From an optimization exercise on the open Yosys and OpenROAD flow, aimed at small area and a short achievable clock period; shortcuts taken in it are not production practice.
Only simulation tests tie the RTL to the original design; equivalence was not proved.
Power and IR drop assume default switching activity.

File: design/flow/run.sh
#!/bin/bash
# synth_recipe.tcl (not shown) runs the flow's synth.tcl, then flattens the netlist and writes it again
# the make line also repeats each setting of config.mk as NAME=value (left out here)
make -C /OpenROAD-flow-scripts/flow DESIGN_CONFIG=/design/flow/config.mk WORK_HOME=/design/flow/orfs CLKGATE_MAP_FILE= SYNTH_SCRIPT=/design/flow/synth_recipe.tcl finish
File: design/flow/constraint.sdc
create_clock -name core_clock -period 30.0 [get_ports {ClkPort}]
set_input_delay 6.0000 -clock core_clock [delete_from_list [all_inputs] [get_ports {ClkPort}]]
set_output_delay 6.0000 -clock core_clock [all_outputs]
set_load 0.01 [all_outputs]
File: design/flow/config.mk
export PLATFORM = sky130hd
export DESIGN_NAME = vga_top
export DESIGN_NICKNAME = vga_top
export VERILOG_FILES = /design/flow/design.v
export SDC_FILE = /design/flow/constraint.sdc
export NUM_CORES = 4
export LEC_CHECK = 0
export CAP_MARGIN = 20
export CORE_MARGIN = 2
export CORE_UTILIZATION = 40
export SLEW_MARGIN = 20
File: design/flow/design.v
module ee201_debouncer(CLK, RESET, PB, MCEN);
input CLK, RESET;
input PB;
output MCEN;
parameter N_dc = 12;
localparam
 INI     = 3'd0,
 WQ      = 3'd1,
 WH      = 3'd2,
 CCEN_st = 3'd3,
 CCR     = 3'd4,
 WFCR    = 3'd5,
 SCEN_st = 3'd6,
 MCEN_st = 3'd7;
reg [2:0] state;
reg [11:0] debounce_count;
assign MCEN = state[2] & state[1];
wire t_quarter = (debounce_count == 12'h352);
wire t_half    = (debounce_count == 12'hc83);
always @(posedge CLK) begin
	case (state)
	INI, SCEN_st, MCEN_st, CCR: debounce_count <= 12'h001;
	default: debounce_count <= {debounce_count[10:0],
		debounce_count[11] ^ debounce_count[5] ^ debounce_count[3] ^ debounce_count[0]};
	endcase
	if (RESET)
		state <= INI;
	else
		case (state)
		INI:     if (PB) state <= WQ;
		WQ:      if (!PB) state <= INI;
		         else if (t_quarter) state <= SCEN_st;
		SCEN_st: state <= WH;
		WH:      if (!PB) state <= CCR;
		         else if (t_half) state <= MCEN_st;
		MCEN_st: state <= CCEN_st;
		CCEN_st: if (!PB) state <= CCR;
		         else if (t_quarter) state <= MCEN_st;
		CCR:     state <= WFCR;
		WFCR:    if (PB) state <= WH;
		         else if (t_quarter) state <= INI;
		endcase
end
endmodule
`timescale 1ns / 1ps
module game_logic (
	input clk,
	input BtnR,
	input BtnL,
	input BtnC,
	input Reset,
	input rst,
	input [6:0] hq_n,             
	input [3:0] hr_n,
	input [9:0] v_n,
	input bright_n,              
	input stars_n,
	output reg [4:0] colour,      
	output reg [5:0] k,           
	output reg [5:0] bk,          
	output reg bvalid,
	output reg [9:0] ben_v,
	output reg [6:0] eq,          
	output reg [3:0] er,
	output [9:0] enemy1_y,
	output [63:0] bq_all,         
	output [35:0] br_all,
	output [89:0] by_all,
	output [8:0] en_all,
	output [8:0] dead_all,        
	output reg game_over,
	output splash_screen);
	wire o_CCEN, L_MCEN, C_MCEN;
	ee201_debouncer #(.N_dc(12)) ee201_debouncer_1
		(.CLK(clk), .RESET(Reset | rst), .PB(BtnR), .MCEN(o_CCEN));
	ee201_debouncer #(.N_dc(12)) ffee201_debouncer_2
		(.CLK(clk), .RESET(Reset | rst), .PB(BtnL), .MCEN(L_MCEN));
	ee201_debouncer #(.N_dc(12)) ggee201_debouncer_3
		(.CLK(clk), .RESET(Reset | rst), .PB(BtnC), .MCEN(C_MCEN));
	reg [9:1] ey;
	reg [9:1] dead;
	reg [5:0]  div_clk;    
	reg [7:0]  div_clk2;   
	reg [6:0]  div_clk3;   
	reg [17:0] div_clk4;   
	reg g1, g2, g3;        
	reg [12:0] div_clk5;   
	reg [3:0]  wave;       
	reg ben;
	reg bounce;
	reg boundary;
	reg [9:1] en;
	reg [2:0] random_number;
	reg [6:0] bq [1:9];
	reg [3:0] br [1:9];
	reg [9:0] by [1:9];
	assign enemy1_y = {ey, 1'b0};
	assign dead_all = dead;
	assign en_all = en;
	assign splash_screen = &dead;
	genvar gi;
	generate for (gi = 1; gi <= 9; gi = gi + 1) begin : outs
		assign bq_all[7*gi-1 -: 7] = bq[gi];
		assign br_all[4*gi-1 -: 4] = br[gi];
		assign by_all[10*gi-1 -: 10] = by[gi];
	end endgenerate
	wire mvR = o_CCEN;
	wire mvL = ~o_CCEN & L_MCEN;
	wire fire = ~o_CCEN & ~L_MCEN & C_MCEN & ~ben;
	wire kup = mvR & (k <= 6'd60);         
	wire kdn = mvL & (k >= 6'd1);          
	wire [5:0] k1 = kup ? k + 6'd1 : kdn ? k - 6'd1 : k;
	wire ben1 = ben | fire;
	wire tick1 = ben1 & (div_clk == 6'h1a);           
	wire [5:0] div_clk_n = ~ben1 ? div_clk : tick1 ? 6'h01 : {div_clk[4:0], div_clk[5] ^ div_clk[4]};
	wire lost = tick1 & ~fire & (ben_v == 10'd35);
	wire [9:0] bv2 = (fire | lost) ? (tick1 & ~lost ? 10'd399 : 10'd400) :
	                 tick1 ? ben_v - 10'd1 : ben_v;
	wire ben2 = ben1 & ~lost;
	function s5in;          
		input [4:0] x;
		input integer lo, hi;
		reg [4:0] y;
		begin
			y = x ^ 5'h10;
			s5in = (lo <= hi) && (y >= ((lo + 16) & 31)) && (y <= ((hi + 16) & 31));
		end
	endfunction
	function dwin;
		input [7:0] dq;
		input integer qoff;
		input [4:0] dr;
		input integer lo, hi;
		integer a, l, h;
		begin
			dwin = 1'b0;
			for (a = -6; a <= 7; a = a + 1) begin
				l = lo - 10*a; h = hi - 10*a;
				if (l < -16) l = -16;
				if (h > 15) h = 15;
				if (l <= h) dwin = dwin | ((dq == ((a + qoff) & 255)) && s5in(dr, l, h));
			end
		end
	endfunction
	function [2:0] colw;
		input [7:0] dq;
		input integer qoff;
		input [4:0] dr;
		input integer sh;
		begin
			colw[0] = dwin(dq, qoff, dr, 0 + sh, 20 + sh);
			colw[1] = dwin(dq, qoff, dr, -25 + sh, -5 + sh);
			colw[2] = dwin(dq, qoff, dr, 25 + sh, 45 + sh);
		end
	endfunction
	function [2:0] cols;   
		input [5:0] b;
		input [6:0] q;
		input [3:0] r;
		cols = cols_c(b, 18, q, r);
	endfunction
	function [2:0] cols_c;   
		input [5:0] b;
		input integer c;
		input [6:0] q;
		input [3:0] r;
		reg [7:0] u;       
		reg [6:0] t;       
		begin
			u = {2'b0, b} + c - {1'b0, q};
			t = {u[2:0], 3'b0} + {u[2:0], 1'b0} + 7'd9 - {3'b0, r};
			if (u > 8'd7) cols_c = 3'b000;
			else begin
				cols_c[0] = (t >= 7'd34) && (t <= 7'd54);
				cols_c[1] = (t >= 7'd9) && (t <= 7'd29);
				cols_c[2] = (t >= 7'd59) && (t <= 7'd79);
			end
		end
	endfunction
	function [2:0] rows;   
		input [9:0] d;     
		begin
			rows[0] = (d == 10'd20);
			rows[1] = (d == 10'd999);
			rows[2] = (d == 10'd974);
		end
	endfunction
	wire [7:0] cq_bk = {2'b0, bk} - {1'b0, eq};
	wire [7:0] cq_k = {2'b0, k} - {1'b0, eq};
	wire [4:0] cr = 5'd5 - {1'b0, er};
	wire [2:0] oc_bk = bvalid ? colw(cq_bk, -15, cr, 0) : 3'b000;
	wire [2:0] oc_k = colw(cq_k, -15, cr, 0);
	wire [2:0] oc = fire ? oc_k : oc_bk;
	wire [9:0] dvy = ben_v - enemy1_y;
	wire [2:0] rw_0 = rows(dvy);                     
	wire [2:0] rw_1 = rows(dvy - 10'd1);             
	wire [2:0] arw = rows(10'd400 - enemy1_y);
	wire [2:0] rw_399 = rows(10'd399 - enemy1_y);
	wire [2:0] orw = (fire | lost) ? (tick1 & ~lost ? rw_399 : arw) : tick1 ? rw_1 : rw_0;
	wire [2:0] ac = kup ? colw(cq_k, -16, cr, 0) : kdn ? colw(cq_k, -14, cr, 0) : oc_k;
	wire [9:1] hit_o, hit_a;
	generate for (gi = 0; gi < 9; gi = gi + 1) begin : hits
		assign hit_o[gi+1] = oc[gi % 3] & orw[gi / 3] & ~dead[gi+1];
		assign hit_a[gi+1] = ac[gi % 3] & arw[gi / 3] & ~dead[gi+1];
	end endgenerate
	wire [9:1] prior;    
	assign prior[1] = 1'b0;
	generate for (gi = 2; gi <= 9; gi = gi + 1) begin : pre
		assign prior[gi] = prior[gi-1] | hit_o[gi-1];
	end endgenerate
	wire [9:1] killed = (prior & hit_a) | (~prior & hit_o);
	wire any_hit = |hit_o;
	wire [9:1] dead3 = dead | killed;
	function md_of;
		input [3:0] w;
		input [7:0] d;
		case (w)
		4'd0: md_of = d >= 8'd199;
		4'd1: md_of = d >= 8'd174;
		4'd2: md_of = d >= 8'd149;
		4'd3: md_of = d >= 8'd124;
		4'd4: md_of = d >= 8'd99;
		4'd5: md_of = d >= 8'd74;
		4'd6: md_of = d >= 8'd49;
		4'd7: md_of = d >= 8'd24;
		4'd8: md_of = 1'b1;
		default: md_of = 1'b0;
		endcase
	endfunction
	reg move_due;
	wire [7:0] div_clk2_n = move_due ? 8'd0 : div_clk2 + 8'd1;
	wire turn = move_due & bounce;
	wire bnd4 = turn ? ~boundary : boundary;
	wire [9:1] ey4 = turn ? ey + 9'd5 : ey;
	wire [9:0] y4 = {ey4, 1'b0};
	wire at_right = (eq > 7'd76) || (eq == 7'd76 && er >= 4'd3);    
	wire at_left  = (eq < 7'd14) || (eq == 7'd14 && er <= 4'd5);    
	reg [6:0] eq4;
	reg [3:0] er4;
	always @(*)
		if (~move_due) begin
			eq4 = eq; er4 = er;
		end else if (bnd4) begin
			if (er == 4'd9) begin eq4 = eq + 7'd1; er4 = 4'd0; end
			else begin eq4 = eq; er4 = er + 4'd1; end
		end else begin
			if (er == 4'd0) begin eq4 = eq - 7'd1; er4 = 4'd9; end
			else begin eq4 = eq; er4 = er - 4'd1; end
		end
	wire bounce4 = ~move_due ? bounce : bnd4 ? at_right : at_left;
	wire tick3 = (div_clk3 == 7'h35);                  
	wire [6:0] div_clk3_n = tick3 ? 7'h01 : {div_clk3[5:0], div_clk3[6] ^ div_clk3[5]};
	function [3:0] c4_of;    
		input [17:0] c;
		c4_of = {c == 18'h39925, c == 18'h08d32, c == 18'h3aa71, c == 18'h0a1a4};
	endfunction
	function fd_of;
		input [3:0] w;
		input [3:0] c;
		input [3:1] g;
		case (w)
		4'd0: fd_of = c[3];
		4'd1: fd_of = c[2] | g[3];
		4'd2: fd_of = c[1] | g[2];
		4'd3: fd_of = c[0] | g[1];
		4'd4: fd_of = 1'b1;
		default: fd_of = 1'b0;
		endcase
	endfunction
	wire [3:0] c4 = c4_of(div_clk4);
	wire c49 = c4[0], c99 = c4[1], c149 = c4[2], c199 = c4[3];
	reg fire_due;
	wire [17:0] div_clk4_n = fire_due ? 18'h00001 : {div_clk4[16:0], div_clk4[17] ^ div_clk4[10]};
	wire [2:0] rn = fire_due ? {random_number[1:0], random_number[2] ^ random_number[1]} : random_number;
	wire [9:1] sel = {rn == 3'd7, rn == 3'd7, rn == 3'd6, rn == 3'd5, rn == 3'd4, rn == 3'd3, rn == 3'd2, rn == 3'd1, rn == 3'd1};
	wire [9:1] shootA = {9{fire_due}} & ~dead & sel;
	wire [9:1] shoot = shootA & ~killed;
	wire [6:0] fq_M = (er4 >= 4'd2) ? eq4 + 7'd1 : eq4;
	wire [3:0] fr_M = (er4 >= 4'd2) ? er4 - 4'd2 : er4 + 4'd8;
	wire [6:0] fq_L = (er4 >= 4'd3) ? eq4 - 7'd1 : eq4 - 7'd2;
	wire [3:0] fr_L = (er4 >= 4'd3) ? er4 - 4'd3 : er4 + 4'd7;
	wire [6:0] fq_R = (er4 >= 4'd7) ? eq4 + 7'd4 : eq4 + 7'd3;
	wire [3:0] fr_R = (er4 >= 4'd7) ? er4 - 4'd7 : er4 + 4'd3;
	wire [9:0] fy_B = y4, fy_M = y4 - 10'd25, fy_T = y4 - 10'd50;
	function pw;
		input [6:0] e0;     
		input integer off;  
		input [3:0] r;
		integer j;
		reg in03;
		begin
			in03 = 1'b0;
			for (j = 0; j <= 3; j = j + 1)
				if (e0 == ((j + off) & 127)) in03 = 1'b1;
			pw = in03 || (e0 == ((4 + off) & 127) && r == 4'd0) ||
			     (e0 == ((off - 1) & 127) && r >= 4'd5);
		end
	endfunction
	function yhit;
		input [9:0] y;
		yhit = (y >= 10'd390) && (y <= 10'd440);
	endfunction
	function pwin3;     
		input [6:0] e0;
		input [3:0] r;
		input up, dn;
		reg ok;
		reg [2:0] l;        
		begin
			ok = (e0[6:3] == 4'b0000 && e0[2:0] <= 3'd5) || (e0[6:1] == 6'b111111);
			l = e0[2:0];
			if (up)         
				pwin3 = ok && ((l >= 3'd1 && l <= 3'd4) || (l == 3'd5 && r == 4'd0) || (l == 3'd0 && r >= 4'd5));
			else if (dn)    
				pwin3 = ok && ((l == 3'd7 || l <= 3'd2) || (l == 3'd3 && r == 4'd0) || (l == 3'd6 && r >= 4'd5));
			else
				pwin3 = ok && ((l <= 3'd3) || (l == 3'd4 && r == 4'd0) || (l == 3'd7 && r >= 4'd5));
		end
	endfunction
	wire [6:0] kb = {1'b0, k} + 7'd14;
	wire [6:0] base_e = eq - kb;
	wire signed [2:0] m_e = ~move_due ? 3'sd0 : (bnd4 ? ((er == 4'd9) ? 3'sd1 : 3'sd0) : ((er == 4'd0) ? -3'sd1 : 3'sd0));
	wire [6:0] e_M = base_e + {{4{m_e[2]}}, m_e} + ((er4 >= 4'd2) ? 7'd1 : 7'd0);
	wire [6:0] e_L = base_e + {{4{m_e[2]}}, m_e} - ((er4 >= 4'd3) ? 7'd1 : 7'd2);
	wire [6:0] e_R = base_e + {{4{m_e[2]}}, m_e} + ((er4 >= 4'd7) ? 7'd4 : 7'd3);
	wire [2:0] xf = {pwin3(e_R, fr_R, kup, kdn), pwin3(e_L, fr_L, kup, kdn), pwin3(e_M, fr_M, kup, kdn)};
	function [2:0] yf_of;
		input [9:0] y;
		input integer sh;
		begin
			yf_of[0] = (y >= 10'd390 - sh) && (y <= 10'd440 - sh);
			yf_of[1] = (y >= 10'd415 - sh) && (y <= 10'd465 - sh);
			yf_of[2] = (y >= 10'd440 - sh) && (y <= 10'd490 - sh);
		end
	endfunction
	wire [2:0] yf = turn ? yf_of(enemy1_y, 10) : yf_of(enemy1_y, 0);
	wire [9:1] en_n, phit, stop_v;
	wire [9:0] by5_v [1:9];
	wire [6:0] bq_n [1:9];
	wire [3:0] br_n [1:9];
	wire [9:0] by_n [1:9];
	generate for (gi = 1; gi <= 9; gi = gi + 1) begin : eb
		localparam C = (gi - 1) % 3, R = (gi - 1) / 3;
		wire step = tick3 & en[gi];
		wire stop = step & (by[gi] >= 10'd516);
		wire mv = step & ~stop;
		wire [9:0] by5 = mv ? by[gi] + 10'd1 : by[gi];
		assign stop_v[gi] = stop;
		assign by5_v[gi] = by5;
		assign bq_n[gi] = ~shoot[gi] ? bq[gi] : (C == 0) ? fq_M : (C == 1) ? fq_L : fq_R;
		assign br_n[gi] = ~shoot[gi] ? br[gi] : (C == 0) ? fr_M : (C == 1) ? fr_L : fr_R;
		assign by_n[gi] = ~shoot[gi] ? by5 : (R == 0) ? fy_B : (R == 1) ? fy_M : fy_T;
		assign en_n[gi] = shoot[gi] | (en[gi] & ~stop);
		wire vh = mv ? (by[gi] >= 10'd389) && (by[gi] <= 10'd439) : yhit(by[gi]);
		assign phit[gi] = shoot[gi] ? (xf[C] & yf[R]) : (en[gi] & vh & pwin3(bq[gi] - kb, br[gi], kup, kdn));
	end endgenerate
	wire all_dead = &dead3;
	wire wave_end = (div_clk5 == 13'h0b43);
	wire [3:0] wave_n = (wave_end && wave != 4'd9) ? wave + 4'd1 : wave;
	wire [3:1] g_n = {~fire_due & (g3 | c149), ~fire_due & (g2 | c99), ~fire_due & (g1 | c49)};
	wire [12:0] div_clk5_n = wave_end ? 13'h0001 : ~all_dead ? div_clk5 :
		{div_clk5[11:0], div_clk5[12] ^ div_clk5[3] ^ div_clk5[2] ^ div_clk5[0]};
	function t_player;    
		input [6:0] hq;
		input [3:0] hr;
		input [9:0] v;
		input [5:0] k;
		reg [7:0] dp;
		begin
			dp = {1'b0, hq} - 8'd14 - {2'b0, k};
			t_player =
				((dp <= 8'd3) && v >= 10'd420 && v <= 10'd440) ||
				((dp == 8'd1 || dp == 8'd2) && v >= 10'd400 && v <= 10'd410) ||
				(((dp == 8'd1 && hr >= 4'd5) || (dp == 8'd2 && hr <= 4'd4)) && v >= 10'd410 && v <= 10'd420);
		end
	endfunction
	function t_bullet;    
		input [6:0] hq;
		input [3:0] hr;
		input [9:0] v;
		input valid;
		input [5:0] b;
		input [9:0] bv;
		reg [7:0] db;
		reg [4:0] dx;
		reg [10:0] dv;    
		begin
			db = {1'b0, hq} - 8'd15 - {2'b0, b};
			dx = (db == 8'd0) ? {1'b0, hr} - 5'd5 : (db == 8'd1) ? {1'b0, hr} + 5'd5 : 5'b11111;
			dv = {1'b0, v} - {1'b0, bv};
			t_bullet = valid && (
				((dx >= 5'd4) && (dx <= 5'd5) && (dv >= 11'd12) && (dv <= 11'd20) && ~dv[10]) ||
				((dx >= 5'd2) && (dx <= 5'd7) && (dv >= 11'd6) && (dv <= 11'd12) && ~dv[10]) ||
				((dx <= 5'd9) && (dv <= 11'd6)) ||
				((dx >= 5'd2) && (dx <= 5'd7) && ((dv >= 11'h7fe) || (dv == 11'd0))));
		end
	endfunction
	function [2:0] t_cols;    
		input [6:0] hq;
		input [3:0] hr;
		input [6:0] q;
		input [3:0] r;
		reg [7:0] u;        
		reg [6:0] t;        
		begin
			u = {1'b0, hq} + 8'd3 - {1'b0, q};
			t = {u[3:0], 3'b0} + {u[3:0], 1'b0} + {3'b0, hr} + 7'd9 - {3'b0, r};
			t_cols[0] = (u <= 8'd8) && (t >= 7'd39) && (t <= 7'd59);
			t_cols[1] = (u <= 8'd8) && (t >= 7'd14) && (t <= 7'd34);
			t_cols[2] = (u <= 8'd8) && (t >= 7'd64) && (t <= 7'd84);
		end
	endfunction
	function [2:0] t_rows;    
		input [9:0] v;        
		input [9:0] y;
		reg [10:0] d;
		begin
			d = {1'b0, v} - {1'b0, y};
			t_rows[0] = ~d[10] && (d <= 11'd20);
			t_rows[1] = (d >= 11'h7e7) && (d <= 11'h7fb);    
			t_rows[2] = (d >= 11'h7ce) && (d <= 11'h7e2);    
		end
	endfunction
	function t_hin;
		input [6:0] hq, hq1;
		input [3:0] hr;
		input [6:0] q;
		input [3:0] r;
		reg [4:0] dh;
		begin
			dh = {1'b0, hr} - {1'b0, r};
			t_hin = (~dh[4] & (dh[3:0] <= 4'd5) & (hq == q)) |
			        (dh[4] & (dh[3:0] >= 4'd6) & (dh[3:0] <= 4'd11) & (hq1 == q));
		end
	endfunction
	function t_vin;
		input [6:0] va, va1;
		input [2:0] vb;
		input [9:0] y;
		reg [3:0] dv;
		begin
			dv = {1'b0, vb} - {1'b0, y[2:0]};
			t_vin = (dv[2:0] <= 3'd5) & (dv[3] ? (va1 == y[9:3]) : (va == y[9:3]));
		end
	endfunction
	wire [6:0] hq1_n = hq_n - 7'd1;
	wire [6:0] va_n = v_n[9:3], va1_n = v_n[9:3] - 7'd1;
	wire [5:0] k_n = wave_end ? 6'd20 : k1;
	wire [6:0] eq_n = wave_end ? 7'd34 : eq4;
	wire [3:0] er_n = wave_end ? 4'd0 : er4;
	wire [9:0] y_n = wave_end ? 10'd84 : y4;
	wire bul_alt = t_bullet(hq_n, hr_n, v_n, 1'b1, k1, 10'd400);
	wire bul_org = t_bullet(hq_n, hr_n, v_n, fire | bvalid, fire ? k : bk, bv2);
	wire [2:0] xin_f, yin_f;     
	wire [9:1] eb_hold, eb_fire;
	generate for (gi = 1; gi <= 9; gi = gi + 1) begin : ebf
		localparam C = (gi - 1) % 3, R = (gi - 1) / 3;
		assign eb_fire[gi] = xin_f[C] & yin_f[R];
		assign eb_hold[gi] = en[gi] & ~stop_v[gi] & t_hin(hq_n, hq1_n, hr_n, bq[gi], br[gi]) &
		                     t_vin(va_n, va1_n, v_n[2:0], by5_v[gi]);
	end endgenerate
	function in8;           
		input [7:0] x;
		input integer off, lo, hi;
		integer j;
		begin
			in8 = 1'b0;
			for (j = lo; j <= hi; j = j + 1)
				if (x == ((j + off) & 255)) in8 = 1'b1;
		end
	endfunction
	function sin11;         
		input [10:0] d;
		input integer lo, hi;
		reg [10:0] x;
		begin
			x = d ^ 11'h400;
			sin11 = (x >= ((lo + 1024) & 2047)) && (x <= ((hi + 1024) & 2047));
		end
	endfunction
	function t_pl;          
		input [7:0] dp;
		input integer off;
		input [3:0] hr;
		input [9:0] v;
		t_pl = (in8(dp, off, 0, 3) && v >= 10'd420 && v <= 10'd440) ||
		       (in8(dp, off, 1, 2) && v >= 10'd400 && v <= 10'd410) ||
		       (((in8(dp, off, 1, 1) && hr >= 4'd5) || (in8(dp, off, 2, 2) && hr <= 4'd4)) && v >= 10'd410 && v <= 10'd420);
	endfunction
	wire [7:0] dp0 = {1'b0, hq_n} - {2'b0, k};
	wire [7:0] hq8 = {1'b0, hq_n};
	wire p_n = wave_end ? t_pl(hq8, 34, hr_n, v_n) : kup ? t_pl(dp0, 15, hr_n, v_n) :
	           kdn ? t_pl(dp0, 13, hr_n, v_n) : t_pl(dp0, 14, hr_n, v_n);
	function [2:0] t_bx;
		input [7:0] db;
		input integer off;
		input [3:0] hr;
		begin
			t_bx[2] = (in8(db, off, 0, 0) && hr >= 4'd5) || (in8(db, off, 1, 1) && hr <= 4'd4);
			t_bx[1] = (in8(db, off, 0, 0) && hr >= 4'd7) || (in8(db, off, 1, 1) && hr <= 4'd2);
			t_bx[0] = in8(db, off, 0, 0) && hr == 4'd9 || in8(db, off, 1, 1) && hr == 4'd0;
		end
	endfunction
	function [3:0] t_by;
		input [10:0] d;     
		input integer adj;
		begin
			t_by[3] = sin11(d, 12 + adj, 20 + adj);
			t_by[2] = sin11(d, 6 + adj, 12 + adj);
			t_by[1] = sin11(d, 0 + adj, 6 + adj);
			t_by[0] = sin11(d, -2 + adj, 0 + adj);
		end
	endfunction
	function [3:0] t_byc;   
		input [9:0] v;
		input [9:0] y;
		begin
			t_byc[3] = v >= y + 10'd12 && v <= y + 10'd20;
			t_byc[2] = v >= y + 10'd6 && v <= y + 10'd12;
			t_byc[1] = v >= y && v <= y + 10'd6;
			t_byc[0] = v >= y - 10'd2 && v <= y;
		end
	endfunction
	function t_bul;
		input [2:0] x;
		input [3:0] y;
		t_bul = (x[0] & y[3]) | (x[1] & y[2]) | (x[2] & y[1]) | (x[1] & y[0]);
	endfunction
	wire [7:0] dbk = {1'b0, hq_n} - {2'b0, bk};     
	wire [10:0] dvb = {1'b0, v_n} - {1'b0, ben_v};
	wire [2:0] bx_bk = t_bx(dbk, 15, hr_n), bx_k = t_bx(dp0, 15, hr_n);
	wire [2:0] bx_kp = t_bx(dp0, 16, hr_n), bx_km = t_bx(dp0, 14, hr_n);
	wire [3:0] by_0 = t_by(dvb, 0), by_1 = t_by(dvb, -1);
	wire [3:0] by_400 = t_byc(v_n, 10'd400), by_399 = t_byc(v_n, 10'd399);
	wire [2:0] bx_o = fire ? bx_k : bx_bk;
	wire [3:0] by_o = (fire | lost) ? (tick1 & ~lost ? by_399 : by_400) : tick1 ? by_1 : by_0;
	wire [2:0] bx_a = kup ? bx_kp : kdn ? bx_km : bx_k;
	wire bu_n = any_hit ? t_bul(bx_a, by_400) : ((fire | bvalid) & t_bul(bx_o, by_o));
	wire bb_n = any_hit | fire | lost | (tick1 ? ben_v >= 10'd400 : ben_v >= 10'd399);
	wire [7:0] dqe = {1'b0, hq_n} - {1'b0, eq};
	wire [4:0] dre = {1'b0, hr_n} - {1'b0, er};
	wire [2:0] c_n = wave_end ? t_cols(hq_n, hr_n, 7'd34, 4'd0) : ~move_due ? colw(dqe, 0, dre, 0) :
	                 bnd4 ? colw(dqe, 0, dre, 1) : colw(dqe, 0, dre, -1);
	function [2:0] t_rw;
		input [10:0] d;
		input integer sh;
		begin
			t_rw[0] = sin11(d, 0 + sh, 20 + sh);
			t_rw[1] = sin11(d, -25 + sh, -5 + sh);
			t_rw[2] = sin11(d, -50 + sh, -30 + sh);
		end
	endfunction
	wire [10:0] dye = {1'b0, v_n} - {1'b0, enemy1_y};
	wire [2:0] r_n = wave_end ? t_rows(v_n, 10'd84) : turn ? t_rw(dye, 10) : t_rw(dye, 0);
	function [2:0] t_fx;    
		input [7:0] dq;
		input [4:0] dr;
		input integer s;
		begin
			t_fx[0] = dwin(dq, 0, dr, 8 + s, 13 + s);
			t_fx[1] = dwin(dq, 0, dr, -13 + s, -8 + s);
			t_fx[2] = dwin(dq, 0, dr, 33 + s, 38 + s);
		end
	endfunction
	function [2:0] t_fy;    
		input [10:0] d;
		input integer sh;
		begin
			t_fy[0] = sin11(d, 0 + sh, 5 + sh);
			t_fy[1] = sin11(d, -25 + sh, -20 + sh);
			t_fy[2] = sin11(d, -50 + sh, -45 + sh);
		end
	endfunction
	assign xin_f = ~move_due ? t_fx(dqe, dre, 0) : bnd4 ? t_fx(dqe, dre, 1) : t_fx(dqe, dre, -1);
	assign yin_f = turn ? t_fy(dye, 10) : t_fy(dye, 0);
	wire [9:1] e_n = {c_n[2] & r_n[2], c_n[1] & r_n[2], c_n[0] & r_n[2],
	                  c_n[2] & r_n[1], c_n[1] & r_n[1], c_n[0] & r_n[1],
	                  c_n[2] & r_n[0], c_n[1] & r_n[0], c_n[0] & r_n[0]};
	wire [9:1] b_n = (shoot & eb_fire) | (~shoot & eb_hold);
	wire [9:1] dead_n = wave_end ? 9'd0 : dead3;
	wire go_n = game_over | (|phit);
	wire splash_n = &dead_n;
	wire e_any = |e_n;
	wire e_white = |(e_n & ~dead_n & 9'b111111110);
	wire e_green = e_n[1] & ~dead_n[1];
	wire [9:1] b_first;
	assign b_first[1] = b_n[1];
	generate for (gi = 2; gi <= 9; gi = gi + 1) begin : bf
		assign b_first[gi] = b_n[gi] & ~|b_n[gi-1:1];
	end endgenerate
	wire b_any = |b_n;
	wire b_white = |(b_first & ~dead_n);
	wire low_white = e_any ? e_white : b_any ? b_white : stars_n;
	wire low_green = e_any & e_green;
	wire [4:0] col_n =
		~bright_n ? 5'b00000 :
		go_n ? 5'b11010 :
		splash_n ? 5'b01100 :
		p_n ? 5'b00011 :
		bu_n ? (bb_n ? 5'b00000 : 5'b10000) :
		low_green ? 5'b01100 :
		low_white ? 5'b11111 : 5'b00000;
	always @(posedge clk)
		if (rst)
			colour <= 5'b00000;
		else
			colour <= col_n;
	integer i;
	always @(posedge clk) begin
		for (i = 1; i <= 9; i = i + 1) begin
			bq[i] <= bq_n[i];
			br[i] <= br_n[i];
			by[i] <= by_n[i];
		end
		if (rst) begin
			k <= 6'd20;             
			bk <= 6'd0;
			bvalid <= 1'b0;
			ben_v <= 10'd0;
			eq <= 7'd34;            
			er <= 4'd0;
			ey <= 9'd42;            
			dead <= 9'd0;
			game_over <= 1'b0;
			div_clk <= 6'h01;
			div_clk2 <= 8'd0;
			move_due <= 1'b0;
			fire_due <= 1'b0;
			div_clk3 <= 7'h01;
			div_clk4 <= 18'h00001;
			g1 <= 1'b0; g2 <= 1'b0; g3 <= 1'b0;
			div_clk5 <= 13'h0001;
			wave <= 4'd0;
			ben <= 1'b0;
			bounce <= 1'b1;
			boundary <= 1'b0;
			en <= 9'd0;
			random_number <= 3'd1;
		end else begin
			ben_v <= any_hit ? 10'd400 : bv2;
			if (any_hit) begin
				bk <= k1; bvalid <= 1'b1;
			end else if (fire) begin
				bk <= k; bvalid <= 1'b1;
			end
			ben <= ben2 & ~any_hit;
			div_clk <= div_clk_n;
			div_clk2 <= div_clk2_n;
			move_due <= md_of(wave_n, div_clk2_n);
			fire_due <= fd_of(wave_n, c4_of(div_clk4_n), g_n);
			div_clk3 <= div_clk3_n;
			div_clk4 <= div_clk4_n;
			{g3, g2, g1} <= g_n;
			div_clk5 <= div_clk5_n;
			random_number <= rn;
			boundary <= bnd4;
			en <= en_n;
			game_over <= game_over | (|phit);
			wave <= wave_n;
			if (wave_end) begin
				dead <= 9'd0;
				k <= 6'd20;
				eq <= 7'd34;
				er <= 4'd0;
				ey <= 9'd42;
				bounce <= 1'b1;
			end else begin
				dead <= dead3;
				k <= k1;
				eq <= eq4;
				er <= er4;
				ey <= ey4;
				bounce <= bounce4;
			end
		end
	end
endmodule
module display_controller(
	input clk,
	input rst,
	output reg hSync, vSync,
	output reg bright,
	output reg [6:0] hq_n,       
	output reg [3:0] hr_n,
	output reg [9:0] v_n,
	output reg bright_n,         
	output stars_n,              
	output [1:0] div_out
	);
	reg [1:0] div;
	wire clk25_en = (div == 2'd0);
	assign div_out = div;
	reg [4:0] s17, v17;
	reg [3:0] v13;
	reg h_end;       
	reg v_more;      
	reg h_vis;       
	always @(posedge clk)
		if (rst)
			div <= 2'd0;
		else
			div <= div + 2'd1;
	wire n_end = (hq_n == 7'd79) && (hr_n == 4'd9);
	reg [6:0] hq_s;
	reg [3:0] hr_s;
	reg [9:0] v_s;
	always @(*) begin
		hq_s = hq_n; hr_s = hr_n; v_s = v_n;
		if (!n_end) begin
			if (hr_n == 4'd9) begin hr_s = 0; hq_s = hq_n + 7'd1; end
			else hr_s = hr_n + 4'd1;
		end else begin
			hq_s = 0; hr_s = 0;
			v_s = (v_n < 10'd524) ? v_n + 10'd1 : 10'd0;
		end
	end
	always @(posedge clk) begin
		if (rst) begin
			hq_n <= 7'd0;
			hr_n <= 4'd1;
			v_n <= 10'd0;
		end else if (div == 2'd3) begin
			hq_n <= hq_s;
			hr_n <= hr_s;
			v_n <= v_s;
		end
		if (rst) begin
			hSync <= 1'b1;
			vSync <= 1'b1;
			h_end <= 1'b0;
			v_more <= 1'b1;
			h_vis <= 1'b0;
		end else if (div == 2'd0) begin
			hSync <= (hq_n < 7'd9) || (hq_n == 7'd9 && hr_n < 4'd6);    
			vSync <= v_n < 10'd2;
			h_end <= n_end;
			v_more <= v_n < 10'd524;
			h_vis <= ((hq_n > 7'd14) || (hq_n == 7'd14 && hr_n > 4'd3)) &&
			         ((hq_n < 7'd78) || (hq_n == 7'd78 && hr_n < 4'd4)) &&
			         v_n > 10'd34 && v_n < 10'd516;
		end
	end
	wire [4:0] v17_inc = (v17 == 5'd16) ? 5'd0 : v17 + 5'd1;
	reg [4:0] s17_n;
	reg [3:0] v13_n;
	always @(*) begin
		s17_n = s17; v13_n = v13;
		if (clk25_en) begin
			if (!h_end)
				s17_n = (s17 == 5'd16) ? 5'd0 : s17 + 5'd1;
			else if (v_more) begin
				s17_n = v17_inc;
				v13_n = (v13 == 4'd12) ? 4'd0 : v13 + 4'd1;
			end else begin
				s17_n = 0; v13_n = 0;
			end
		end
	end
	assign stars_n = (s17_n == 5'd0) && (v13_n == 4'd0);
	always @(posedge clk) begin
		s17 <= rst ? 5'd0 : s17_n;
		v13 <= rst ? 4'd0 : v13_n;
		if (rst)
			v17 <= 0;
		else if (clk25_en && h_end)
			v17 <= v_more ? v17_inc : 5'd0;
	end
	always @(*)
		if (clk25_en)
			bright_n = h_vis;
		else
			bright_n = bright;
	always @(posedge clk)
		bright <= rst ? 1'b0 : bright_n;
endmodule
`timescale 1ns / 1ps
module vga_bitchange(
	input clk,
	input rst,
	input bright_n,
	input BtnC,
	input button,
	input BtnR,
	input BtnL,
	input [6:0] hq_n,
	input [3:0] hr_n,
	input [9:0] v_n,
	input stars_n,
	output reg [11:0] rgb,
	output [15:0] score
	);
	parameter BLACK = 12'b0000_0000_0000;
	parameter WHITE = 12'b1111_1111_1111;
	parameter RED   = 12'b1111_0000_0000;
	parameter GREEN = 12'b0000_1111_0000;
	parameter BLUE  = 12'b0000_0000_1111;
	parameter PINK  = 12'b1111_1100_1101;
	wire [4:0] colour;
	wire game_over, splash_screen;
	wire [8:0] dead;
	assign score = 16'd0;
	game_logic gl(.clk(clk), .rst(rst), .BtnR(BtnR), .BtnL(BtnL), .BtnC(BtnC), .Reset(button),
		.hq_n(hq_n), .hr_n(hr_n), .v_n(v_n), .bright_n(bright_n), .stars_n(stars_n),
		.colour(colour),
		.k(), .bk(), .bvalid(), .ben_v(), .eq(), .er(), .enemy1_y(),
		.bq_all(), .br_all(), .by_all(), .en_all(), .dead_all(dead),
		.game_over(game_over), .splash_screen(splash_screen));
	always @(*)
		rgb = {{4{colour[4]}}, {2{colour[3]}}, {2{colour[2]}}, {2{colour[1]}}, colour[0], colour[1]};
endmodule
module counter(
	input clk,
	input rst,
	input [15:0] displayNumber,
	input [1:0] low,             
	output reg [3:0] anode,
	output [6:0] ssdOut
	);
	reg [8:0] refresh_hi;        
	wire [8:0] refresh_n = (low == 2'b11) ? refresh_hi + 9'd1 : refresh_hi;
	always @(posedge clk)
		if (rst) begin
			refresh_hi <= 9'd0;
			anode <= 4'b0111;
		end else begin
			refresh_hi <= refresh_n;
			case (refresh_n[8:7])
			2'b00: anode <= 4'b0111;
			2'b01: anode <= 4'b1011;
			2'b10: anode <= 4'b1101;
			2'b11: anode <= 4'b1110;
			endcase
		end
	assign ssdOut = 7'b0000001;
endmodule
`timescale 1ns / 1ps
module vga_top(
	input ClkPort,
	input Reset,
	input BtnC,
	input BtnU,
	input BtnR,
	input BtnL,
	output hSync, vSync,
	output [3:0] vgaR, vgaG, vgaB,
	output An0, An1, An2, An3, An4, An5, An6, An7,
	output Ca, Cb, Cc, Cd, Ce, Cf, Cg, Dp,
	output QuadSpiFlashCS
	);
	wire bright;
	wire [6:0] hq_n;
	wire [3:0] hr_n;
	wire [9:0] v_n;
	wire [15:0] score;
	wire [6:0] ssdOut;
	wire [3:0] anode;
	wire [11:0] rgb;
	wire [1:0] div;
	wire bright_n, stars_n;
	display_controller dc(.clk(ClkPort), .rst(Reset), .hSync(hSync), .vSync(vSync), .bright(bright),
		.hq_n(hq_n), .hr_n(hr_n), .v_n(v_n), .bright_n(bright_n), .stars_n(stars_n), .div_out(div));
	vga_bitchange vbc(.clk(ClkPort), .rst(Reset), .bright_n(bright_n), .BtnC(BtnC), .button(BtnU), .BtnR(BtnR), .BtnL(BtnL),
		.hq_n(hq_n), .hr_n(hr_n), .v_n(v_n), .stars_n(stars_n), .rgb(rgb), .score(score));
	counter cnt(.clk(ClkPort), .rst(Reset), .displayNumber(score), .low(div), .anode(anode), .ssdOut(ssdOut));
	assign Dp = 1;
	assign {Ca, Cb, Cc, Cd, Ce, Cf, Cg} = ssdOut[6:0];
	assign {An7, An6, An5, An4, An3, An2, An1, An0} = {4'b1111, anode};
	assign vgaR = rgb[11:8];
	assign vgaG = rgb[7:4];
	assign vgaB = rgb[3:0];
	assign QuadSpiFlashCS = 1'b1;
endmodule
==> results of run 1 <==
state kept, by name (all words and copies together) (netlist names), 10 cells and up:
| register | flops |
|---|---|
| vbc.gl.ggee201_debouncer_3.debounce_count | 12 |
| vbc.gl.ffee201_debouncer_2.debounce_count | 12 |
| vbc.gl.div_clk4 | 18 |
| dc.v_n | 10 |
| vbc.gl.by | 90 |
| vbc.gl.bq | 63 |
| vbc.gl.br | 36 |
| vbc.gl.ben_v | 10 |
| vbc.gl.ee201_debouncer_1.debounce_count | 12 |
| vbc.gl.div_clk5 | 13 |
power by group:
| part | internal [mW] | switching [mW] | leakage [nW] |
|---|---|---|---|
| Clock | 0.381 | 0.285 | 0.874 |
| Combinational | 0.0518 | 0.0920 | 12.9 |
| Sequential | 0.586 | 0.00628 | 3.50 |
| Total | 1.02 | 0.384 | 17.3 |
metrics by stage:
| step | util [%] | hold slack [ps] | std cells | setup WS, ps | cell area [µm²] |
|---|---|---|---|---|---|
| 2_1_floorplan | - | 402 | 5086 | 22990 | 41000 |
| 3_3_place_gp | 41.9 | 413 | 6320 | 22340 | 42500 |
| 3_5_place_dp | 41.9 | 428 | 6321 | 22300 | 42500 |
| 4_1_cts | 43.6 | 440 | 6418 | 22140 | 44300 |
| 5_1_grt | 43.6 | 446 | 6419 | 22110 | 44300 |
| 6_report | 43.6 | 432 | 6419 | 22130 | 44300 |
cell type report:
cell class	instances	area, µm²
well taps	1368	1710
repair buffers	109	871
multi-input cells	4128	29400
fillers	10200	57300
flip-flops and latches	424	9480
clock inverters	36	383
clock buffers	61	1400
inverters	293	1100
routing by layer:
layer | vias to the layer above | global-route usage (%)
met3 | 323 | 3.53
li1 | 18300 | -
met2 | 1569 | 41.1
met5 | - | 0
met1 | 18400 | 35.6
met4 | 6 | 10.9
worst paths after layout:
path              slack (ps)                   startpoint  cells after the start                     endpoint
setup / recovery       22130  vbc.gl.colour[4]$_SDFF_PP0_                      1                      vgaR[2]
hold / removal           430         dc.div[0]$_SDFF_PP0_                      1         dc.div[0]$_SDFF_PP0_
setup reg to reg       23170   vbc.gl.move_due$_SDFF_PP0_                     24  vbc.gl.colour[0]$_SDFF_PP0_
hold reg to reg          430         dc.div[0]$_SDFF_PP0_                      1         dc.div[0]$_SDFF_PP0_
cell families after synthesis:
| group | Yosys count | synth area share [%] |
|---|---|---|
| simple gates | 1783 | 22.8 |
| compound gates | 1262 | 21.0 |
| fa+ha+maj | 370 | 12.2 |
| buf+inv | 534 | 5.28 |
| other cells | 2 | 0.0183 |
| mux | 137 | 3.39 |
| xor+xnor | 563 | 12.2 |
| flops | 424 | 23.2 |
placed cells by master (no fill, tap or decap), drive strengths merged, types with 68 or more instances in the layout:
cell	instances
xor2	222
ha	324
a21o	85
xnor2	339
buf	86
nor3	174
nor2	380
edfxtp	99
and2	74
inv	293
nand2b	68
a21oi	337
dfxtp	325
nand2	382
o21ai	226
nand4	95
nand3	191
a31oi	87
mux2i	128
nor4	75
==> results by group, run 1 <==
Timing
  – Fmax: approximately 130 MHz
  – Sum of negative setup slack: 0 ps
  – Relative slew margins: about a fifth
  – Endpoints failing hold: 0
  – Final Critical Period: 7870 ps
  – Fin. max-slew vios: 0
  – Worst-Margin Slew: 1170 ps
  – RSZ-0062 raised after global routing: false
  – Skew final: roughly 63 ps
  – Setup Viol. Count Final: 0
  – Fin crit share: a little over a quarter

Finish
  – Synthesis-to-finish area growth: 8.27%
  – Nets: 5,385
  – Inserted Diodes: 0
  – Proportion of layout cells with a drive suffix above 1: 6.71%

Drt
  – Routed Antenna Nets: 0
  – Metal1 wirelength: 61.1 mm
  – Detail Route met3 WL: around 11 mm
  – Vias per cell: between 6 and 7
  – DR WL/cell: between 20 and 25 µm
  – Met2 routed WL: 61.2 mm
  – DR iter-0 viols: a little under 4,000
  – Wirelength, routed: 140 mm
  – DR vias: 38,600
  – # DRC: 0
  – Max Used Layer: met5
  – DRT Pass-1 Iters: 6

Clock tree
  – Total clock sinks: about 420
  – Clk slew on worst S/H paths: about 60 ps
  – Hold Buf Count CTS: 0
  – Root buf cell: clkbuf_16
  – TritonCTS clock tree: done
  – CTS max path bufs: 3
  – CTS Buf Count: 53
  – CTS H-tree lvls: 2
  – Worst-Skew Late Latency: around 670 ps
  – PostCTS Resize Cnt: 0
  – Setup Fix Bufs, Post-CTS: 0

Critical path
  – Worst EP required: approximately 24,000 ps
  – Critical path, cell by cell: clkdlybuf4s50_1
  – CP max-delay cell: clkdlybuf4s50_1
  – Crit path DAT: 1870 ps
  – Buf/Inv on CP: 1
  – Top Family by Delay on Critical Path: buffers and inverters
  – CP Class: flop to output pin
  – Startpoint types: flop
  – Worst stage delay on the critical path: between 600 and 700 ps
  – Worst-path fanout max: 4
  – CP Capture Type: output pin

Yosys
  – Area of the mapped netlist: approximately 41,000 µm²
  – Share of the synthesized area in the top cell type: 15.9%
  – Post-synth EDFFs: between 90 and 100
  – Yosys warning count: 8
  – Syn Inst Count: approximately 5,100
  – Yosys reg bits: between 400 and 500
  – Sequential-to-total area share from yosys stat: between 20% and 30%
  – Async SR Flop Fraction: 0%
  – Syn avg cell area: roughly 8 µm²
  – Ys flop type: dfxtp_1
  – Most numerous cell in the Yosys netlist: nand2_1
  – Post-synth top cells: 377 x nand2_1, 376 x nor2_1, 335 x xnor2_1
  – Synth top area cells: dfxtp_1 16%, ha_1 9.9%, edfxtp_1 7.3%
  – Distinct cells, synth: between 100 and 150
  – Synth area leader: dfxtp_1

Global routing
  – Initial antenna violation count: 2
  – Largest net degree at the start of global routing: 48
  – Vias in the first global route: approximately 36,000
  – Global-route wire length before repair: 213 mm
  – Total grt overflow: 0
  – Gr usage total: 26.1%

Floorplan
  – Chip width: ~320 µm
  – Ports: 37
  – FP Rows: approximately 120
  – Initial Util: between 40% and 50%
  – Area of the core: a little over 100,000 µm²
  – Die ar.: between 100,000 and 150,000 µm²
  – Die height: roughly 320 µm

Placed design
  – Port bufs: 23
  – Routability cong.: 0.960
  – Dpl hpwl: 104 mm

Pwr
  – PwrDens: between 30 and 40 nW/µm²
  – Design Power: 1.40 mW
  – Pleak: ~17 nW
  – Worst VDD drop: around 0.038 mV

Job
  – Maxcap violations: 0

Worst hold path
  – Min-Delay Path Class: flop to flop

Outcome
  – Status: timing/DRC/antenna clean
==> run 2: changes to the inputs <==
==> design/flow/flow/run.sh (new file) <==
#!/bin/bash
# The standard layout, with plain buffers (sky130_fd_sc_hd__buf_2) on the
# ports instead of the delay cells ORFS's port buffering picks by default.
# Everything else is the standard flow's own flow (standard.sh) unchanged.
set -euo pipefail
export BUFFER_PORTS_ARGS="-buffer_cell sky130_fd_sc_hd__buf_2"
bash standard.sh "BUFFER_PORTS_ARGS=${BUFFER_PORTS_ARGS}" finish > standard_flow.log 2>&1
==> design/flow/standard.sh (new file) <==
#!/bin/bash
# synth_recipe.tcl (not shown) runs the flow's synth.tcl, then flattens the netlist and writes it again
# the make line also repeats each setting of config.mk as NAME=value (left out here)
make -C /OpenROAD-flow-scripts/flow DESIGN_CONFIG=/design/flow/config.mk WORK_HOME=/design/flow/orfs CLKGATE_MAP_FILE= SYNTH_SCRIPT=/design/flow/synth_recipe.tcl "${@:-finish}"
--- a/design/flow/config.mk
+++ b/design/flow/config.mk
@@ -8,4 +8,4 @@
 export CAP_MARGIN = 20
 export CORE_MARGIN = 2
-export CORE_UTILIZATION = 40
+export CORE_UTILIZATION = 60
 export SLEW_MARGIN = 20
removed: design/flow/run.sh
==> results by group, run 2 <==
Outcome
  – Status: timing/DRC/antenna clean

Clock tree
  – Setup Fix Bufs, Post-CTS: 0
  – Root buf cell: clkbuf_16
  – TritonCTS clock tree: done
  – Clk slew on worst S/H paths: around 60 ps
  – CTS H-tree lvls: 2
  – Worst-Skew Late Latency: 630 ps
  – CTS Buf Count: between 50 and 60
  – Hold Buf Count CTS: 0
  – CTS max path bufs: 3
  – Total clock sinks: ~420
  – PostCTS Resize Cnt: 0

Yosys
  – Post-synth top cells: 377 x nand2_1, 376 x nor2_1, 335 x xnor2_1
  – Yosys warning count: 8
  – Ys flop type: dfxtp_1
  – Area of the mapped netlist: 40,900 µm²
  – Mux share of post-synthesis cell area: 3.39%
  – Yosys reg bits: roughly 420
  – Synth Area in Adders: between 10% and 20%
  – Post-Synth Simple-Gate Area: 22.8%
  – Syn Inst Count: between 5,000 and 6,000
  – Post-synthesis xor/xnor area fraction: around 12%
  – Share of the synthesized area in the top cell type: about 16%
  – Async SR Flop Fraction: 0%
  – Complex-gate fraction of the synthesized area: between 20% and 30%
  – Most numerous cell in the Yosys netlist: nand2_1
  – Largest family of logic cells by synthesized area: simple AND/OR/NAND/NOR gates
  – Syn avg cell area: a little over 8 µm²
  – Synth area leader: dfxtp_1
  – Synth top area cells: dfxtp_1 16%, ha_1 9.9%, edfxtp_1 7.3%
  – Post-synth EDFFs: 99
  – Sequential-to-total area share from yosys stat: a little under a quarter
  – Distinct cells, synth: ~150

Global routing
  – Initial antenna violation count: 3
  – Total grt overflow: 0
  – Gr usage total: ~37%
  – Vias in the first global route: roughly 36,000
  – Global-route wire length before repair: 206 mm
  – Largest net degree at the start of global routing: 67

Finish
  – Most common cell after layout, fill and taps aside: nand2_1
  – Nets: 5,383
  – Layout Utilization: roughly two thirds
  – Synthesis-to-finish area growth: 6.92%
  – Proportion of layout cells with a drive suffix above 1: 7.17%
  – Final Non-Filler Cells: roughly 5,900
  – Inserted Diodes: 0
  – Number of flip-flops in the largest register: 90
  – Largest Register: vbc.gl.by
  – Top flop regs: vbc.gl.by: 90 flops, vbc.gl.bq: 63 flops, vbc.gl.br: 36 flops
  – Finished Cell Area: 43,800 µm²
  – Fillers: around 6,000
  – Most frequent cells in the layout: 377 x nand2_1, 376 x nor2_1, 335 x xnor2_1, 331 x a21oi_1, 324 x ha_1

Pwr
  – Worst VDD drop: between 0.04 and 0.05 mV
  – Design Power: between 1 and 1.5 mW
  – Pleak: 17.4 nW
  – PwrDens: ~33 nW/µm²

Critical path
  – Reg2Reg Setup Slack: roughly 23,000 ps
  – Startpoint types: input port
  – Reg2reg start: vbc.gl.eq[0]$_SDFF_PP0_
  – Worst-path fanout max: 66
  – Worst R2R End: vbc.gl.colour[2]$_SDFF_PP0_
  – CP Class: input port to flop
  – Crit path DAT: 7910 ps
  – Worst EP required: 30,450 ps
  – R2R cell count: 18
  – Setup crit start: Reset
  – CP Capture Type: flop

Timing
  – Setup Viol. Count Final: 0
  – Sum of negative setup slack: 0 ps
  – Endpoints failing hold: 0
  – RSZ-0062 raised after global routing: false
  – Final Critical Period: roughly 7500 ps
  – Skew final: around 56 ps
  – Relative slew margins: 20.0%
  – Fin. max-slew vios: 0
  – Worst-Margin Slew: about 1200 ps
  – Fin crit share: roughly a quarter
  – Fmax: ~130 MHz

Drt
  – Vias per cell: 6.52
  – DRT Pass-1 Iters: 6
  – Wirelength, routed: between 100 and 150 mm
  – # DRC: 0
  – DR vias: slightly below 40,000
  – DR WL/cell: approximately 23 µm
  – DR iter-0 viols: 4,093
  – Routed Antenna Nets: 0

Floorplan
  – Area of the core: 67,400 µm²
  – Die height: 265 µm
  – Die ar.: around 70,000 µm²
  – Chip width: approximately 270 µm
  – FP Rows: 95
  – Ports: 37
  – Initial Util: 60.7%

Placed design
  – Placed Area: about 42,000 µm²
  – Dpl hpwl: around 100 mm
  – Routability cong.: 0.986
  – Port bufs: 23
  – Placed instance count: approximately 5,800

Worst hold path
  – Hold path startpoint: dc.div[0]$_SDFF_PP0_
  – Min-Delay Path Class: flop to flop
  – Hold EP: dc.div[0]$_SDFF_PP0_
  – Hold Path Depth: 1

Job
  – Maxcap violations: 0
[run 2: cell counts after synthesis]
No cell type changed its count.
[run 2: area by class of cell]
| cell class | instances | area (µm²) | area share (%) |
|---|---|---|---|
| Sequential cell | 424 | 9480 | 21.7 |
| Timing Repair Buffer | 109 | 763 | 1.74 |
| Multi-Input combinational cell | 4128 | 29400 | 67.1 |
| Inverter | 293 | 1100 | 2.52 |
| Tap cell | 873 | 1090 | 2.50 |
| Clock buffer | 65 | 1430 | 3.26 |
| Clock inverter | 28 | 515 | 1.18 |
[run 2: logic make-up after synthesis]
| group | after synthesis |
|---|---|
| and+or+nand+nor | 1783 |
| AOI/OAI and AO/OA | 1262 |
| xor gates and xnor gates | 563 |
| buffers and inverters | 534 |
| DFF | 424 |
| adders and majority gates | 370 |
| muxes | 137 |
| other | 2 |
[run 2: per-stage QoR]
stage	hold slack (ps)	worst slack, ps
after floorplan	402	22990
after global placement	413	21990
after detailed placement	424	21970
after CTS	437	22570
after global routing	470	22440
final	435	22540
[run 2: how the worst max path moves through the flow]
stage | end | slack (ps) | cells past startpoint
after global placement | vbc.gl.div_clk5[2]$_SDFFE_PP0P_ | 21990 | 5
after CTS | vbc.gl.dead[5]$_SDFF_PP0_ | 22570 | 5
after detailed placement | vbc.gl.div_clk5[4]$_SDFFE_PP0P_ | 21970 | 5
after global routing | vbc.gl.div_clk5[4]$_SDFFE_PP0P_ | 22440 | 5
final | vbc.gl.dead[5]$_SDFF_PP0_ | 22540 | 5
after floorplan | vbc.gl.ffee201_debouncer_2.state[1]$_SDFFE_PP0P_ | 22990 | 6
[run 2: report_power, final]
group	switching (mW)	internal, mW	total (mW)	leakage (nW)
registers	0.00638	0.586	0.593	3.50
clock network	0.272	0.442	0.714	0.936
logic	0.0900	0.0514	0.141	12.9
[run 2: critical path, cell delays in order]
cell,delay (ps)
buf_4,350
buf_4,760
nand2b_1,190
buf_4,390
nor2_1,110
[run 2: per-layer routing]
metal | vias to the layer above | routed length (µm) | part of all wire, % | global-route usage, %
met2 | 1757 | 58500 | 44 | 58.6
met1 | 18200 | 56900 | 42 | 50.1
li1 | 18300 | - | - | -
met5 | - | 0 | 0 | 0
met3 | 358 | 12000 | 8.9 | 5.98
met4 | 0 | 7090 | 5.3 | 17.6
==> run 3: changes to the inputs <==
--- a/design/flow/config.mk
+++ b/design/flow/config.mk
@@ -8,4 +8,4 @@
 export CAP_MARGIN = 20
 export CORE_MARGIN = 2
-export CORE_UTILIZATION = 60
+export CORE_UTILIZATION = 40
 export SLEW_MARGIN = 20
==> results by group, run 3 <==
Placed design
  – Routability cong.: 0.986
  – Port bufs: 23
  – Placed instance count: ~6,300
  – Dpl hpwl: ~100 mm
  – Pre-CTS WS: 21,940 ps

Timing
  – Fin. max-slew vios: 0
  – Worst-Margin Slew: roughly 1200 ps
  – Relative slew margins: 20.9%
  – Endpoints failing hold: 0
  – Final Worst Setup Slack: roughly 23,000 ps
  – Sum of negative setup slack: 0 ps
  – Setup Viol. Count Final: 0
  – Skew final: between 50 and 60 ps
  – RSZ-0062 raised after global routing: false
  – Fin crit share: between 20% and 30%
  – Fmax: 134 MHz
  – Final Critical Period: 7460 ps

Finish
  – Most common cell after layout, fill and taps aside: nand2_1
  – Top flop regs: vbc.gl.by: 90 flops, vbc.gl.bq: 63 flops, vbc.gl.br: 36 flops
  – Largest Register: vbc.gl.by
  – Synthesis-to-finish area growth: 8.21%
  – Most frequent cells in the layout: 377 x nand2_1, 376 x nor2_1, 335 x xnor2_1, 331 x a21oi_1, 324 x ha_1
  – Number of flip-flops in the largest register: 90
  – Inserted Diodes: 0
  – Nets: 5,385
  – Proportion of layout cells with a drive suffix above 1: around 7.3%
  – Fillers: about 10,000
  – Final Non-Filler Cells: around 6,400

Drt
  – DR vias: between 30,000 and 40,000
  – DRT Pass-1 Iters: 7
  – DR WL/cell: approximately 22 µm
  – # DRC: 0
  – Wirelength, routed: around 140 mm
  – Vias per cell: just over 6
  – Routed Antenna Nets: 0
  – DR iter-0 viols: between 3,000 and 4,000

Floorplan
  – Initial Util: about two fifths
  – Ports: 37
  – FP Rows: 117
  – Die ar.: 105,000 µm²
  – Die height: roughly 320 µm
  – Chip width: approximately 320 µm
  – Area of the core: about 100,000 µm²

Clock tree
  – Clk slew on worst S/H paths: ~60 ps
  – Setup Fix Bufs, Post-CTS: 0
  – Worst-Skew Late Latency: around 650 ps
  – TritonCTS clock tree: done
  – Hold Buf Count CTS: 0
  – CTS Buf Count: 53
  – PostCTS Resize Cnt: 0
  – CTS H-tree lvls: 2
  – Root buf cell: clkbuf_16
  – CTS max path bufs: 3
  – Total clock sinks: about 420

Yosys
  – Syn Inst Count: just over 5,000
  – Yosys warning count: 8
  – Share of the synthesized area in the top cell type: ~16%
  – Syn avg cell area: 8.07 µm²
  – Distinct cells, synth: between 100 and 150
  – Area of the mapped netlist: around 41,000 µm²
  – Ys flop type: dfxtp_1
  – Yosys reg bits: around 420
  – Post-synth top cells: 377 x nand2_1, 376 x nor2_1, 335 x xnor2_1
  – Synth area leader: dfxtp_1
  – Async SR Flop Fraction: 0%
  – Most numerous cell in the Yosys netlist: nand2_1
  – Post-synth EDFFs: between 90 and 100
  – Sequential-to-total area share from yosys stat: a little under a quarter
  – Synth top area cells: dfxtp_1 16%, ha_1 9.9%, edfxtp_1 7.3%

Critical path
  – Crit path DAT: a little under 8000 ps
  – CP Capture Type: flop
  – Startpoint types: input port
  – Critical path, cell by cell: buf_4 -> buf_4 -> nand2b_1 -> buf_4 -> nor2_1
  – CP dominant cell by count: buf_4
  – Worst stage delay on the critical path: around 780 ps
  – Worst-path fanout max: 63
  – Worst EP required: about 30,000 ps
  – CP Class: input port to flop
  – CP max-delay cell: buf_4

Pwr
  – PwrDens: 32.0 nW/µm²
  – Worst VDD drop: about 0.036 mV
  – Design Power: about 1.4 mW
  – Pleak: roughly 17 nW

Global routing
  – Total grt overflow: 0
  – Vias in the first global route: approximately 35,000
  – Global-route wire length before repair: 211 mm
  – Gr usage total: 26.0%
  – Largest net degree at the start of global routing: 64
  – Initial antenna violation count: 5

Worst hold path
  – Min-Delay Path Class: flop to flop

Outcome
  – Status: timing/DRC/antenna clean

Job
  – Maxcap violations: 0
run 3: metrics by stage:
step	instance area [µm²]	hold WS (ps)	utilization [%]
after detailed placement	42400	432	41.8
final	44300	437	43.6
after floorplan	41000	402	-
after CTS	44300	445	43.6
after global placement	42400	414	41.8
after global routing	44300	469	43.6
run 3: final timing paths:
path / from / endpoint / slack, ps / depth (start not counted)
setup reg to reg: vbc.gl.move_due$_SDFF_PP0_ / vbc.gl.colour[0]$_SDFF_PP0_ / 22930 / 24
hold / removal: dc.div[0]$_SDFF_PP0_ / dc.div[0]$_SDFF_PP0_ / 440 / 1
hold reg to reg: dc.div[0]$_SDFF_PP0_ / dc.div[0]$_SDFF_PP0_ / 440 / 1
setup / recovery: Reset / vbc.gl.div_clk5[6]$_SDFFE_PP0P_ / 22540 / 5
run 3: cell type report:
cell class                 count  area, µm²  share of cell area, %
inverter                     293       1100                   2.49
clock buffer                  67       1500                   3.38
tap                         1368       1710                   3.86
multi-input combinational   4128      29400                   66.3
timing repair buffer         109        771                   1.74
sequential                   424       9480                   21.4
clock inverter                31        353                  0.797
run 3: routing by layer:
metal / part of all wire (%) / GRT usage (%) / up-vias / routed length (µm)
met5: 0.019 / 0 / - / 26
met4: 3.9 / 9.30 / 4 / 5440
met3: 7.9 / 2.91 / 261 / 11100
met2: 44 / 41.1 / 1614 / 61800
met1: 44 / 36.3 / 18600 / 62100
li1: - / - / 18300 / -
run 3: cell families after synthesis:
logic type	count (synthesis)	synth area share (%)
simple gates	1783	22.8
fa+ha+maj	370	12.2
xor+xnor	563	12.2
buf+inv	534	5.28
flops	424	23.2
mux	137	3.39
compound gates	1262	21.0
other cells	2	0.0183
run 3: worst max-delay path, delay by kind of cell:
family        cells  cell delay, ps
simple gates      2             300
buf+inv           3            1550
run 3: power breakdown:
part           switching (mW)  total, mW  internal (mW)
logic                  0.0923      0.144         0.0514
clock network           0.277      0.683          0.406
registers             0.00616      0.592          0.586
total                   0.376       1.42           1.04

## re-timing with driven ports
In the flow no input, the clock included, has a driving cell. The finished layouts below were timed again as built, in two steps.
Step 1 assumes that a clkbuf_16 drives the clock port and a buf_2 every other input.
Step 2 times the ports against the registers' clock, not the clock port: input delays grow and output delays shrink by t, the midpoint of the rising clock arrivals with the driver on.
Slacks: ideal / step 1 / step 2; pairs: ideal / step 1.
| run | t (ns) | setup slack, ns | worst register clock-pin slew, ns |
|---|---|---|---|
| run 1 | 0.705 | 22.129 / 22.060 / 22.282 | 0.07 / 0.07 |
| run 2 | 0.673 | 22.537 / 22.577 / 21.904 | 0.07 / 0.07 |
| run 3 | 0.683 | 22.540 / 22.542 / 21.897 | 0.06 / 0.06 |
After both steps setup and hold are still met in every run listed. The setup slack of run 3, which loses most, moves by +0.002 ns with the drivers and by -0.643 ns with both steps.
